This is an optimization exercise on Yosys and OpenROAD, whose aim is small area, a short achievable clock period and few clock cycles, not a production implementation.
Only simulation tests tie the RTL to the original design; equivalence was not proved.
Power and IR drop assume default switching activity.

==> run D: inputs <==
==> flow/design.v <==
package typedefs_pkg;
    typedef enum logic [3:0] {
        AND, OR, ADD, SUB, XOR, SLT, SLTU, SLL, SRL, SRA
    } aluop_sel_t;
    typedef struct packed {
        logic [6:0] funct7;
        logic [4:0] rs2;
        logic [4:0] rs1;
        logic [2:0] funct3;
        logic [4:0] rd;
        logic [6:0] opcode;
    } R_instr;
    typedef struct packed {
        logic [11:0] imm;
        logic [4:0]  rs1;
        logic [2:0]  funct3;
        logic [4:0]  rd;
        logic [6:0]  opcode;
    } I_instr;
    typedef struct packed {
        logic [6:0] imm_up;
        logic [4:0] rs2;
        logic [4:0] rs1;
        logic [2:0] funct3;
        logic [4:0] imm_dn;
        logic [6:0] opcode;
    } S_instr;
    typedef struct packed {
        logic       imm_12;
        logic [5:0] imm_10_5;
        logic [4:0] rs2;
        logic [4:0] rs1;
        logic [2:0] funct3;
        logic [3:0] imm_4_1;
        logic       imm_11;
        logic [6:0] opcode;
    } B_instr;
    typedef struct packed {
        logic [19:0] imm;
        logic [4:0]  rd;
        logic [6:0]  opcode;
    } U_instr;
    typedef struct packed {
        logic       imm_20;
        logic [9:0] imm_10_1;
        logic       imm_11;
        logic [7:0] imm_19_12;
        logic [4:0] rd;
        logic [6:0] opcode;
    } J_instr;
    typedef union packed {
        R_instr R;
        I_instr I;
        S_instr S;
        B_instr B;
        U_instr U;
        J_instr J;
    } instr_t;
    localparam logic [6:0] OP     = 7'b011_0011, OP_IMM = 7'b001_0011, LOAD = 7'b000_0011, STORE = 7'b010_0011,
                           BRANCH = 7'b110_0011, JAL    = 7'b110_1111, JALR = 7'b110_0111, LUI   = 7'b011_0111,
                           AUIPC  = 7'b001_0111;
endpackage 
module core (
    input  logic clk,
    input  logic rst_n,
    input  logic [31:0] dmem_rdata,
    output logic [31:0] dmem_wdata,
    output logic [31:0] dmem_addr,
    output logic        dmem_wen,
    output logic  [3:0] dmem_wr_mask,
    input  logic [31:0] imem_rdata,
    output logic [31:0] imem_addr
);
logic [31:0] pc_f;           
logic [31:0] a_e;            
logic [31:0] b_e;            
logic [31:0] c_e;            
logic  [4:0] rd_e;
logic  [2:0] f3_e;
logic        sub_e, sra_e, st_fwd_e;
logic        r_add_e, r_and_e, r_or_e, r_xor_e, r_sll_e, r_sr_e, r_slt_e, r_sltu_e, r_c_e;
logic        we_e, ld_e, st_e, jalr_e, br_e, pred_e;
logic        beq_e, bne_e, blt_e, bge_e, bltu_e, bgeu_e;
logic [31:0] res_m;          
logic [31:0] wd_m;           
logic  [4:0] rd_m;
logic  [2:0] f3_m;
logic        we_m, ld_m, st_m;
logic [32:0] sum33;
logic [31:0] sum, x_ab;
logic        eq, ltu, lt, taken;
assign sum33 = {1'b0, a_e} + {1'b0, b_e} + {32'b0, sub_e};
assign sum   = sum33[31:0];
assign x_ab  = a_e ^ b_e;
assign eq    = &x_ab;                        
assign ltu   = ~sum33[32];
assign lt    = (a_e[31] == b_e[31]) ? a_e[31] : ltu;
logic [31:0] sh_in, sh_out, sh_rev;
logic [32:0] sh_ext;
logic signed [32:0] sh_src;
always_comb begin
    for (int i = 0; i < 32; i++) sh_in[i] = r_sll_e ? a_e[31-i] : a_e[i];
end
assign sh_src = {sra_e & a_e[31], sh_in};
assign sh_ext = sh_src >>> b_e[4:0];
assign sh_out = sh_ext[31:0];
always_comb begin
    for (int i = 0; i < 32; i++) sh_rev[i] = sh_out[31-i];
end
logic [31:0] res_e;
assign res_e = ({32{r_add_e}}  & sum)
             | ({32{r_and_e}}  & (a_e & b_e))
             | ({32{r_or_e}}   & (a_e | b_e))
             | ({32{r_xor_e}}  & x_ab)
             | ({32{r_sll_e}}  & sh_rev)
             | ({32{r_sr_e}}   & sh_out)
             | {31'b0, (r_slt_e & lt) | (r_sltu_e & ltu)}
             | ({32{r_c_e}}    & c_e);
assign taken = (beq_e & eq) | (bne_e & ~eq) | (blt_e & lt) | (bge_e & ~lt)
             | (bltu_e & ltu) | (bgeu_e & ~ltu);
logic        redirect;
assign redirect    = jalr_e | (br_e & (taken ^ pred_e));
logic [31:0] ld;
logic        ld_sgn;
assign ld_sgn = ~f3_m[2];
assign ld[7:0]   = dmem_rdata[7:0];
assign ld[15:8]  = (f3_m[1:0] == 2'b00) ? {8{ld_sgn & dmem_rdata[7]}} : dmem_rdata[15:8];
assign ld[31:16] = f3_m[1] ? dmem_rdata[31:16] :
                   f3_m[0] ? {16{ld_sgn & dmem_rdata[15]}} : {16{ld_sgn & dmem_rdata[7]}};
logic [31:0] wb_m;
assign wb_m = ld_m ? ld : res_m;
assign dmem_addr    = res_m;
assign dmem_wen     = st_m;
assign dmem_wdata   = wd_m;
assign dmem_wr_mask = {f3_m[1], f3_m[1], f3_m[1] | f3_m[0], 1'b1};
logic [31:0] rf [1:31];
always_ff @(posedge clk) begin
    for (int i = 1; i < 32; i++)
        if (we_m && rd_m == 5'(i)) rf[i] <= wb_m;
end
logic [31:0] ins;
assign ins = imem_rdata;
assign imem_addr = pc_f;
logic [4:0] opc, rs1, rs2, rd;
logic [2:0] f3;
assign opc = ins[6:2];
assign rd  = ins[11:7];
assign f3  = ins[14:12];
assign rs1 = ins[19:15];
assign rs2 = ins[24:20];
logic is_op, is_opi, is_ld, is_st, is_br, is_jal, is_jalr, is_lui, is_auipc;
assign is_op    = (opc == 5'b01100);
assign is_opi   = (opc == 5'b00100);
assign is_ld    = (opc == 5'b00000);
assign is_st    = (opc == 5'b01000);
assign is_br    = (opc == 5'b11000);
assign is_jal   = (opc == 5'b11011);
assign is_jalr  = (opc == 5'b11001);
assign is_lui   = (opc == 5'b01101);
assign is_auipc = (opc == 5'b00101);
logic [31:0] imm_i, imm_s, imm_b, imm_u, imm_j;
assign imm_i = {{20{ins[31]}}, ins[31:20]};
assign imm_s = {{20{ins[31]}}, ins[31:25], ins[11:7]};
assign imm_b = {{20{ins[31]}}, ins[7], ins[30:25], ins[11:8], 1'b0};
assign imm_u = {ins[31:12], 12'b0};
assign imm_j = {{12{ins[31]}}, ins[19:12], ins[20], ins[30:21], 1'b0};
logic [31:0] pc4_d, tgt_j, tgt_b, pc_pred, pc_next;
logic        pred_b, pred_d, sel_j, sel_b, sel_4;
assign pc4_d   = pc_f + 32'd4;
assign tgt_j   = pc_f + imm_j;
assign tgt_b   = pc_f + imm_b;
assign pred_b  = ins[31] | (f3 == 3'd1);       
assign pred_d  = is_jal | (is_br & pred_b);
assign sel_j   = is_jal & ~stall;
assign sel_b   = is_br & pred_b & ~stall;
assign sel_4   = ~stall & ~pred_d;
assign pc_pred = ({32{sel_j}} & tgt_j) | ({32{sel_b}} & tgt_b)
               | ({32{sel_4}} & pc4_d) | ({32{stall}} & pc_f);
assign pc_next = ({32{jalr_e}} & sum) | ({32{redirect & ~jalr_e}} & c_e)
               | ({32{~redirect}} & pc_pred);
logic [31:0] rv1, rv2;
always_comb begin
    rv1 = '0;
    rv2 = '0;
    for (int i = 1; i < 32; i++) begin
        rv1 = rv1 | ({32{rs1 == 5'(i)}} & rf[i]);
        rv2 = rv2 | ({32{rs2 == 5'(i)}} & rf[i]);
    end
end
logic use1, use2, fwd_e, e1, e2, m1, m2;
assign use1  = ~(is_lui | is_auipc | is_jal);
assign use2  = is_op | is_st | is_br;
assign fwd_e = we_e & ~ld_e;
assign e1 = fwd_e & use1 & (rd_e == rs1);
assign e2 = fwd_e & (rd_e == rs2);
assign m1 = we_m & use1 & (rd_m == rs1);
assign m2 = we_m & (rd_m == rs2);
logic [31:0] s1, s2, s2_st;
assign s1    = ({32{e1}} & res_e) | ({32{m1 & ~e1}} & wb_m) | ({32{is_auipc}} & pc_f)
             | ({32{~e1 & ~m1 & ~is_auipc}} & rv1);
assign s2    = ({32{e2}} & res_e) | ({32{m2 & ~e2}} & wb_m) | ({32{~e2 & ~m2}} & rv2);
assign s2_st = m2 ? wb_m : rv2;
logic stall, bubble;
assign stall  = we_e & ld_e & ((use1 & (rd_e == rs1)) | ((is_op | is_br) & (rd_e == rs2)));
assign bubble = redirect | stall;
logic arith, d_sub, uses_imm;
assign arith    = is_op | is_opi;
assign d_sub    = (is_op & ins[30] & (f3 == 3'd0)) | (arith & (f3[2:1] == 2'b01)) | is_br;
assign uses_imm = is_opi | is_ld | is_st | is_jalr | is_auipc;
always_ff @(posedge clk) begin
    a_e  <= s1;
    b_e  <= (uses_imm ? (is_st ? imm_s : is_auipc ? imm_u : imm_i) : s2) ^ {32{d_sub}};
    c_e  <= ({32{is_st}} & s2_st) | ({32{is_lui}} & imm_u) | ({32{is_br & ~pred_b}} & tgt_b)
          | ({32{~is_st & ~is_lui & ~(is_br & ~pred_b)}} & pc4_d);
    st_fwd_e <= we_e & (rd_e == rs2);
    rd_e <= rd;
    f3_e <= f3;
    sub_e    <= d_sub;
    sra_e    <= ins[30];
    r_add_e  <= (arith & (f3 == 3'd0)) | is_ld | is_st | is_auipc;
    r_sll_e  <= arith & (f3 == 3'd1);
    r_slt_e  <= arith & (f3 == 3'd2);
    r_sltu_e <= arith & (f3 == 3'd3);
    r_xor_e  <= arith & (f3 == 3'd4);
    r_sr_e   <= arith & (f3 == 3'd5);
    r_or_e   <= arith & (f3 == 3'd6);
    r_and_e  <= arith & (f3 == 3'd7);
    r_c_e    <= is_lui | is_jal | is_jalr;
    res_m <= res_e;
    wd_m  <= st_fwd_e ? wb_m : c_e;
    rd_m  <= rd_e;
    f3_m  <= f3_e;
    ld_m  <= ld_e;
end
always_ff @(posedge clk or negedge rst_n) begin
    if (!rst_n) begin
        pc_f   <= 32'd0;
        we_e   <= 1'b0;
        ld_e   <= 1'b0;
        st_e   <= 1'b0;
        jalr_e <= 1'b0;
        br_e   <= 1'b0;
        pred_e <= 1'b0;
        beq_e  <= 1'b0;
        bne_e  <= 1'b0;
        blt_e  <= 1'b0;
        bge_e  <= 1'b0;
        bltu_e <= 1'b0;
        bgeu_e <= 1'b0;
        we_m   <= 1'b0;
        st_m   <= 1'b0;
    end else begin
        pc_f   <= pc_next;
        we_e   <= ~bubble & (arith | is_ld | is_jal | is_jalr | is_lui | is_auipc) & (rd != 5'd0);
        ld_e   <= ~bubble & is_ld;
        st_e   <= ~bubble & is_st;
        jalr_e <= ~bubble & is_jalr;
        br_e   <= ~bubble & is_br;
        pred_e <= ~bubble & pred_d;
        beq_e  <= ~bubble & is_br & (f3 == 3'd0);
        bne_e  <= ~bubble & is_br & (f3 == 3'd1);
        blt_e  <= ~bubble & is_br & (f3 == 3'd4);
        bge_e  <= ~bubble & is_br & (f3 == 3'd5);
        bltu_e <= ~bubble & is_br & (f3 == 3'd6);
        bgeu_e <= ~bubble & is_br & (f3 == 3'd7);
        we_m   <= we_e;
        st_m   <= st_e;
    end
end
endmodule
==> flow/flow/run.sh <==
#!/bin/bash
# Layout flow: the standard ORFS flow (standard.sh, unchanged synthesis) with
# stronger timing repair and a smaller clock tree. Extra make variables:
#   SETUP_SLACK_MARGIN  repair setup slack beyond the clock period's (flow/margin.txt)
#   MATCH_CELL_FOOTPRINT=0  let repair resize cells across footprints
#   BUFFER_PORTS_ARGS   buffer every port with a plain buffer cell
#   CTS_ARGS            larger sink clusters, no dummy loads
# Each tool's output goes to the ORFS logs under orfs/logs; make's own output to flow_make.log.
set -euo pipefail
MARGIN=$(cat flow/margin.txt)
EXTRA="SETUP_SLACK_MARGIN=$MARGIN MATCH_CELL_FOOTPRINT=0 'BUFFER_PORTS_ARGS=-buffer_cell sky130_fd_sc_hd__buf_4'"
EXTRA="$EXTRA 'CTS_ARGS=-sink_clustering_enable -repair_clock_nets -dont_use_dummy_load -sink_clustering_size 40 -sink_clustering_max_diameter 60'"
sed -e "s|CLKGATE_MAP_FILE= |CLKGATE_MAP_FILE= $EXTRA |" standard.sh > flow_standard.sh
grep -q "SETUP_SLACK_MARGIN=$MARGIN" flow_standard.sh
bash flow_standard.sh > flow_make.log 2>&1
test -f out/final.def
==> flow/flow/margin.txt <==
7.5
==> flow/standard.sh <==
#!/bin/bash
# synth_recipe.tcl (not shown) runs the flow's synth.tcl, then flattens the netlist and writes it again
# the make line also repeats each setting of config.mk as NAME=value (left out here)
make -C /OpenROAD-flow-scripts/flow DESIGN_CONFIG=/design/flow/config.mk WORK_HOME=/design/flow/orfs CLKGATE_MAP_FILE= SYNTH_SCRIPT=/design/flow/synth_recipe.tcl "${@:-finish}"
==> flow/config.mk <==
export PLATFORM = sky130hd
export DESIGN_NAME = core
export DESIGN_NICKNAME = core
export VERILOG_FILES = /design/flow/design.v
export SDC_FILE = /design/flow/constraint.sdc
export NUM_CORES = 4
export LEC_CHECK = 0
export CAP_MARGIN = 20
export CORE_MARGIN = 2
export CORE_UTILIZATION = 33
export SLEW_MARGIN = 20
==> flow/constraint.sdc <==
create_clock -name core_clock -period 12.0 [get_ports {clk}]
set_input_delay 2.4000 -clock core_clock [delete_from_list [all_inputs] [get_ports {clk}]]
set_output_delay 2.4000 -clock core_clock [all_outputs]
set_load 0.01 [all_outputs]
==> inputs of run M, as changes to run D <==
--- a/flow/design.v
+++ b/flow/design.v
@@ -90,10 +90,12 @@
 logic [31:0] sum, x_ab;
 logic        eq, ltu, lt, taken;
-assign sum33 = {1'b0, a_e} + {1'b0, b_e} + {32'b0, sub_e};
+logic [31:0] b;
+assign b     = b_e ^ {32{sub_e}};
+assign sum33 = {1'b0, a_e} + {1'b0, b} + {32'b0, sub_e};
 assign sum   = sum33[31:0];
-assign x_ab  = a_e ^ b_e;
+assign x_ab  = a_e ^ b;
 assign eq    = &x_ab;                        
 assign ltu   = ~sum33[32];
-assign lt    = (a_e[31] == b_e[31]) ? a_e[31] : ltu;
+assign lt    = (a_e[31] == b[31]) ? a_e[31] : ltu;
 logic [31:0] sh_in, sh_out, sh_rev;
 logic [32:0] sh_ext;
@@ -110,6 +112,6 @@
 logic [31:0] res_e;
 assign res_e = ({32{r_add_e}}  & sum)
-             | ({32{r_and_e}}  & (a_e & b_e))
-             | ({32{r_or_e}}   & (a_e | b_e))
+             | ({32{r_and_e}}  & (a_e & b))
+             | ({32{r_or_e}}   & (a_e | b))
              | ({32{r_xor_e}}  & x_ab)
              | ({32{r_sll_e}}  & sh_rev)
@@ -210,5 +212,5 @@
 always_ff @(posedge clk) begin
     a_e  <= s1;
-    b_e  <= (uses_imm ? (is_st ? imm_s : is_auipc ? imm_u : imm_i) : s2) ^ {32{d_sub}};
+    b_e  <= uses_imm ? (is_st ? imm_s : is_auipc ? imm_u : imm_i) : s2;
     c_e  <= ({32{is_st}} & s2_st) | ({32{is_lui}} & imm_u) | ({32{is_br & ~pred_b}} & tgt_b)
           | ({32{~is_st & ~is_lui & ~(is_br & ~pred_b)}} & pc4_d);
==> flow/flow/margin.txt (replaced) <==
7.65
- CORE_UTILIZATION: 33 -> 45
==> results.txt <==
Against run M, the area after synthesis of run D is lower by 0.35%.
Against run D, the global-route usage of run M is higher by 12 points.
Sequential share of layout area: run D is higher than run M (0.84 points).
Between run D and run M, the lower setup slack is in run D (gap 0.013 ns).
Maximum frequency: run M is higher than run D (0.27%).
Against run M, the first-iteration DRC count of run D is higher by 0.44%.
Cell count: run M is smaller than run D (7.3%).
Wire length: run D is larger than run M (0.66%).
Testbench counts of run D, summed over its fixed seeds: cycles 76,389.
Testbench counts of run M, summed over its fixed seeds: cycles 76,389.

==> run R <==
RTL: the design.v shown in full above, as it stands there.
export LEC_CHECK = 0
export CAP_MARGIN = 20
export CORE_MARGIN = 2
export CORE_UTILIZATION = 50
export SLEW_MARGIN = 20
create_clock -name core_clock -period 12.0 [get_ports {clk}]
standard.sh (not shown) runs the stock make flow with config.mk's settings and CLKGATE_MAP_FILE= SYNTH_SCRIPT=/design/flow/synth_recipe.tcl, a recipe that flattens the netlist after the stock synthesis.
==> flow/flow/run.sh <==
#!/bin/bash
# Layout flow: the standard ORFS flow (standard.sh, unchanged synthesis) with
# stronger timing repair and a smaller clock tree. Extra make variables:
#   SETUP_SLACK_MARGIN  repair setup slack beyond the clock period's (flow/margin.txt)
#   MATCH_CELL_FOOTPRINT=0  let repair resize cells across footprints
#   BUFFER_PORTS_ARGS   buffer every port with a plain buffer cell
#   CTS_ARGS            larger sink clusters, no dummy loads
# Each tool's output goes to the ORFS logs under orfs/logs; make's own output to flow_make.log.
set -euo pipefail
MARGIN=$(cat flow/margin.txt)
EXTRA="SETUP_SLACK_MARGIN=$MARGIN MATCH_CELL_FOOTPRINT=0 'BUFFER_PORTS_ARGS=-buffer_cell sky130_fd_sc_hd__buf_4'"
EXTRA="$EXTRA 'CTS_ARGS=-sink_clustering_enable -repair_clock_nets -dont_use_dummy_load -sink_clustering_size 40 -sink_clustering_max_diameter 60'"
sed -e "s|CLKGATE_MAP_FILE= |CLKGATE_MAP_FILE= $EXTRA |" standard.sh > flow_standard.sh
grep -q "SETUP_SLACK_MARGIN=$MARGIN" flow_standard.sh
bash flow_standard.sh > flow_make.log 2>&1
test -f out/final.def
==> flow/flow/margin.txt <==
7.5
==> run E: changes against run R <==
--- a/flow/design.v
+++ b/flow/design.v
@@ -120,5 +120,7 @@
              | (bltu_e & ltu) | (bgeu_e & ~ltu);
 logic        redirect;
+logic [31:0] redirect_pc;
 assign redirect    = jalr_e | (br_e & (taken ^ pred_e));
+assign redirect_pc = jalr_e ? sum : c_e;
 logic [31:0] ld;
 logic        ld_sgn;
@@ -165,18 +167,11 @@
 assign imm_u = {ins[31:12], 12'b0};
 assign imm_j = {{12{ins[31]}}, ins[19:12], ins[20], ins[30:21], 1'b0};
-logic [31:0] pc4_d, tgt_j, tgt_b, pc_pred, pc_next;
-logic        pred_b, pred_d, sel_j, sel_b, sel_4;
-assign pc4_d   = pc_f + 32'd4;
-assign tgt_j   = pc_f + imm_j;
-assign tgt_b   = pc_f + imm_b;
-assign pred_b  = ins[31] | (f3 == 3'd1);       
-assign pred_d  = is_jal | (is_br & pred_b);
-assign sel_j   = is_jal & ~stall;
-assign sel_b   = is_br & pred_b & ~stall;
-assign sel_4   = ~stall & ~pred_d;
-assign pc_pred = ({32{sel_j}} & tgt_j) | ({32{sel_b}} & tgt_b)
-               | ({32{sel_4}} & pc4_d) | ({32{stall}} & pc_f);
-assign pc_next = ({32{jalr_e}} & sum) | ({32{redirect & ~jalr_e}} & c_e)
-               | ({32{~redirect}} & pc_pred);
+logic [31:0] pc4_d, tgt_d, tgt_j, tgt_b;
+logic        pred_d;
+assign pc4_d  = pc_f + 32'd4;
+assign tgt_j  = pc_f + imm_j;
+assign tgt_b  = pc_f + imm_b;
+assign tgt_d  = ins[3] ? tgt_j : tgt_b;
+assign pred_d  = is_jal | (is_br & ins[31]);
 logic [31:0] rv1, rv2;
 always_comb begin
@@ -197,7 +192,6 @@
 assign m2 = we_m & (rd_m == rs2);
 logic [31:0] s1, s2, s2_st;
-assign s1    = ({32{e1}} & res_e) | ({32{m1 & ~e1}} & wb_m) | ({32{is_auipc}} & pc_f)
-             | ({32{~e1 & ~m1 & ~is_auipc}} & rv1);
-assign s2    = ({32{e2}} & res_e) | ({32{m2 & ~e2}} & wb_m) | ({32{~e2 & ~m2}} & rv2);
+assign s1    = e1 ? res_e : m1 ? wb_m : is_auipc ? pc_f : rv1;
+assign s2    = e2 ? res_e : m2 ? wb_m : rv2;
 assign s2_st = m2 ? wb_m : rv2;
 logic stall, bubble;
@@ -211,6 +205,5 @@
     a_e  <= s1;
     b_e  <= (uses_imm ? (is_st ? imm_s : is_auipc ? imm_u : imm_i) : s2) ^ {32{d_sub}};
-    c_e  <= ({32{is_st}} & s2_st) | ({32{is_lui}} & imm_u) | ({32{is_br & ~pred_b}} & tgt_b)
-          | ({32{~is_st & ~is_lui & ~(is_br & ~pred_b)}} & pc4_d);
+    c_e  <= is_st ? s2_st : is_lui ? imm_u : (is_br & ~ins[31]) ? tgt_b : pc4_d;
     st_fwd_e <= we_e & (rd_e == rs2);
     rd_e <= rd;
@@ -251,5 +244,5 @@
         st_m   <= 1'b0;
     end else begin
-        pc_f   <= pc_next;
+        pc_f   <= redirect ? redirect_pc : stall ? pc_f : pred_d ? tgt_d : pc4_d;
         we_e   <= ~bubble & (arith | is_ld | is_jal | is_jalr | is_lui | is_auipc) & (rd != 5'd0);
         ld_e   <= ~bubble & is_ld;
==> flow/flow/run.sh (replaced) <==
#!/bin/bash
# Layout flow: the standard ORFS flow (standard.sh, unchanged synthesis) with
# stronger timing repair. Extra make variables:
#   SETUP_SLACK_MARGIN  repair setup slack beyond the clock period's (target below)
#   MATCH_CELL_FOOTPRINT=0  let repair resize cells across footprints
#   BUFFER_PORTS_ARGS   buffer every port with a plain buffer cell
# Each tool's output goes to the ORFS logs under orfs/logs; make's own output to flow_make.log.
set -euo pipefail
MARGIN=$(cat flow/margin.txt)
EXTRA="SETUP_SLACK_MARGIN=$MARGIN MATCH_CELL_FOOTPRINT=0 'BUFFER_PORTS_ARGS=-buffer_cell sky130_fd_sc_hd__buf_4'"
sed -e "s|CLKGATE_MAP_FILE= |CLKGATE_MAP_FILE= $EXTRA |" standard.sh > flow_standard.sh
grep -q "SETUP_SLACK_MARGIN=$MARGIN" flow_standard.sh
bash flow_standard.sh > flow_make.log 2>&1
test -f out/final.def
Settings changed: CORE_UTILIZATION 50 to 40.
==> run F: changes against run R <==
--- a/flow/design.v
+++ b/flow/design.v
@@ -90,10 +90,12 @@
 logic [31:0] sum, x_ab;
 logic        eq, ltu, lt, taken;
-assign sum33 = {1'b0, a_e} + {1'b0, b_e} + {32'b0, sub_e};
+logic [31:0] b;
+assign b     = b_e ^ {32{sub_e}};
+assign sum33 = {1'b0, a_e} + {1'b0, b} + {32'b0, sub_e};
 assign sum   = sum33[31:0];
-assign x_ab  = a_e ^ b_e;
+assign x_ab  = a_e ^ b;
 assign eq    = &x_ab;                        
 assign ltu   = ~sum33[32];
-assign lt    = (a_e[31] == b_e[31]) ? a_e[31] : ltu;
+assign lt    = (a_e[31] == b[31]) ? a_e[31] : ltu;
 logic [31:0] sh_in, sh_out, sh_rev;
 logic [32:0] sh_ext;
@@ -110,6 +112,6 @@
 logic [31:0] res_e;
 assign res_e = ({32{r_add_e}}  & sum)
-             | ({32{r_and_e}}  & (a_e & b_e))
-             | ({32{r_or_e}}   & (a_e | b_e))
+             | ({32{r_and_e}}  & (a_e & b))
+             | ({32{r_or_e}}   & (a_e | b))
              | ({32{r_xor_e}}  & x_ab)
              | ({32{r_sll_e}}  & sh_rev)
@@ -210,5 +212,5 @@
 always_ff @(posedge clk) begin
     a_e  <= s1;
-    b_e  <= (uses_imm ? (is_st ? imm_s : is_auipc ? imm_u : imm_i) : s2) ^ {32{d_sub}};
+    b_e  <= uses_imm ? (is_st ? imm_s : is_auipc ? imm_u : imm_i) : s2;
     c_e  <= ({32{is_st}} & s2_st) | ({32{is_lui}} & imm_u) | ({32{is_br & ~pred_b}} & tgt_b)
           | ({32{~is_st & ~is_lui & ~(is_br & ~pred_b)}} & pc4_d);
==> flow/flow/margin.txt (replaced) <==
7.65
Settings changed: CORE_UTILIZATION 50 to 40.
==> run A: changes against run R <==
--- a/flow/design.v
+++ b/flow/design.v
@@ -120,5 +120,7 @@
              | (bltu_e & ltu) | (bgeu_e & ~ltu);
 logic        redirect;
+logic [31:0] redirect_pc;
 assign redirect    = jalr_e | (br_e & (taken ^ pred_e));
+assign redirect_pc = jalr_e ? sum : c_e;
 logic [31:0] ld;
 logic        ld_sgn;
@@ -165,18 +167,12 @@
 assign imm_u = {ins[31:12], 12'b0};
 assign imm_j = {{12{ins[31]}}, ins[19:12], ins[20], ins[30:21], 1'b0};
-logic [31:0] pc4_d, tgt_j, tgt_b, pc_pred, pc_next;
-logic        pred_b, pred_d, sel_j, sel_b, sel_4;
-assign pc4_d   = pc_f + 32'd4;
-assign tgt_j   = pc_f + imm_j;
-assign tgt_b   = pc_f + imm_b;
-assign pred_b  = ins[31] | (f3 == 3'd1);       
-assign pred_d  = is_jal | (is_br & pred_b);
-assign sel_j   = is_jal & ~stall;
-assign sel_b   = is_br & pred_b & ~stall;
-assign sel_4   = ~stall & ~pred_d;
-assign pc_pred = ({32{sel_j}} & tgt_j) | ({32{sel_b}} & tgt_b)
-               | ({32{sel_4}} & pc4_d) | ({32{stall}} & pc_f);
-assign pc_next = ({32{jalr_e}} & sum) | ({32{redirect & ~jalr_e}} & c_e)
-               | ({32{~redirect}} & pc_pred);
+logic [31:0] pc4_d, tgt_d, tgt_j, tgt_b, pc_nt;
+logic        pred_d;
+assign pc4_d  = pc_f + 32'd4;
+assign tgt_j  = pc_f + imm_j;
+assign tgt_b  = pc_f + imm_b;
+assign tgt_d  = ins[3] ? tgt_j : tgt_b;
+assign pred_d  = is_jal | (is_br & ins[31]);
+assign pc_nt   = redirect ? redirect_pc : stall ? pc_f : pc4_d;
 logic [31:0] rv1, rv2;
 always_comb begin
@@ -197,7 +193,6 @@
 assign m2 = we_m & (rd_m == rs2);
 logic [31:0] s1, s2, s2_st;
-assign s1    = ({32{e1}} & res_e) | ({32{m1 & ~e1}} & wb_m) | ({32{is_auipc}} & pc_f)
-             | ({32{~e1 & ~m1 & ~is_auipc}} & rv1);
-assign s2    = ({32{e2}} & res_e) | ({32{m2 & ~e2}} & wb_m) | ({32{~e2 & ~m2}} & rv2);
+assign s1    = e1 ? res_e : m1 ? wb_m : is_auipc ? pc_f : rv1;
+assign s2    = e2 ? res_e : m2 ? wb_m : rv2;
 assign s2_st = m2 ? wb_m : rv2;
 logic stall, bubble;
@@ -211,6 +206,5 @@
     a_e  <= s1;
     b_e  <= (uses_imm ? (is_st ? imm_s : is_auipc ? imm_u : imm_i) : s2) ^ {32{d_sub}};
-    c_e  <= ({32{is_st}} & s2_st) | ({32{is_lui}} & imm_u) | ({32{is_br & ~pred_b}} & tgt_b)
-          | ({32{~is_st & ~is_lui & ~(is_br & ~pred_b)}} & pc4_d);
+    c_e  <= is_st ? s2_st : is_lui ? imm_u : (is_br & ~ins[31]) ? tgt_b : pc4_d;
     st_fwd_e <= we_e & (rd_e == rs2);
     rd_e <= rd;
@@ -251,5 +245,5 @@
         st_m   <= 1'b0;
     end else begin
-        pc_f   <= pc_next;
+        pc_f   <= (pred_d & ~redirect & ~stall) ? tgt_d : pc_nt;
         we_e   <= ~bubble & (arith | is_ld | is_jal | is_jalr | is_lui | is_auipc) & (rd != 5'd0);
         ld_e   <= ~bubble & is_ld;
Settings changed: CORE_UTILIZATION 50 to 40.
==> results.txt <==
Run R finished clean. Run E went through all stages and came out clean. Run F produced a clean layout. Run A completed with no timing, DRC or antenna violations. Combinational power, highest first: run A, run R, run E, run F. In run E the global-route usage is lower than in run A, by 1.0 points. Synthesized area, highest first: run E, run F, run R, run A. Core utilization, highest first: run R, run F, run E, run A. Against run F, the sequential share of layout area of run R is higher by 1.6 points.
==> figures <==
quantity	run E	run A	run R	run F
Net switching power	0.005132 W	0.004806 W	0.004737 W	0.004592 W
Htree depth	4	3	3	3
Setup slack, reg-to-reg	7.57 ns	7.34 ns	7.36 ns	7.63 ns
Vias after detailed routing	57520	57140	57830	59220
Compound-gate portion of the synthesized area	21.94%	22.51%	21.94%	22.42%
Worst-case hold slack	0.3261 ns	0.3278 ns	0.3208 ns	0.3254 ns
Delay of the slowest cell on the worst path	0.50 ns	0.38 ns	1.03 ns	0.69 ns
Antenna cell count	19	15	21	25
Placeable core area	152100 um2	150000 um2	121600 um2	152100 um2
Result of the run	timing/DRC/antenna clean	timing/DRC/antenna clean	timing/DRC/antenna clean	timing/DRC/antenna clean
Minimum setup slack in the final design	7.355 ns	7.308 ns	6.996 ns	7.482 ns
Testbench counts of run R, summed over its fixed seeds: cycles 76,389.
Testbench counts of run E, summed over its fixed seeds: cycles 77,252.
Testbench counts of run F, summed over its fixed seeds: cycles 76,389.
Testbench counts of run A, summed over its fixed seeds: cycles 77,252.

==> what the ideal ports hide <==
In the flow no input, the clock included, has a driving cell. The finished layouts below were timed again as built, in two steps. Step 1, drivers: a clkbuf_16 drives clk and a buf_2 each remaining input, both assumed. Step 2 also shifts input and output timing later by t, the mid clock arrival at the registers, as if the neighbouring blocks saw the same clock. a / b / c = ideal / step 1 / step 2; a / b = the first two.
run	t (ns)	setup WS [ns]	slew at the worst register clock pin (ns)	worst slew at a driven data input, ns	cell pins on the clock port's net
run D	0.831	7.189 / 7.044 / 6.213	0.10 / 0.10	0.30	1
run M	0.812	7.202 / 7.161 / 6.349	0.10 / 0.10	0.19	1
run R	0.801	6.996 / 6.938 / 6.137	0.11 / 0.11	0.19	1
run E	0.861	7.355 / 7.400 / 6.539	0.07 / 0.07	0.10	1
run F	0.817	7.482 / 7.412 / 6.595	0.10 / 0.10	0.21	1
run A	0.816	7.308 / 7.329 / 6.514	0.11 / 0.11	0.11	1
After both steps every run listed still meets setup and hold. For run D, which loses most, drivers alone change the setup slack by -0.145 ns; drivers and shift together by -0.976 ns.
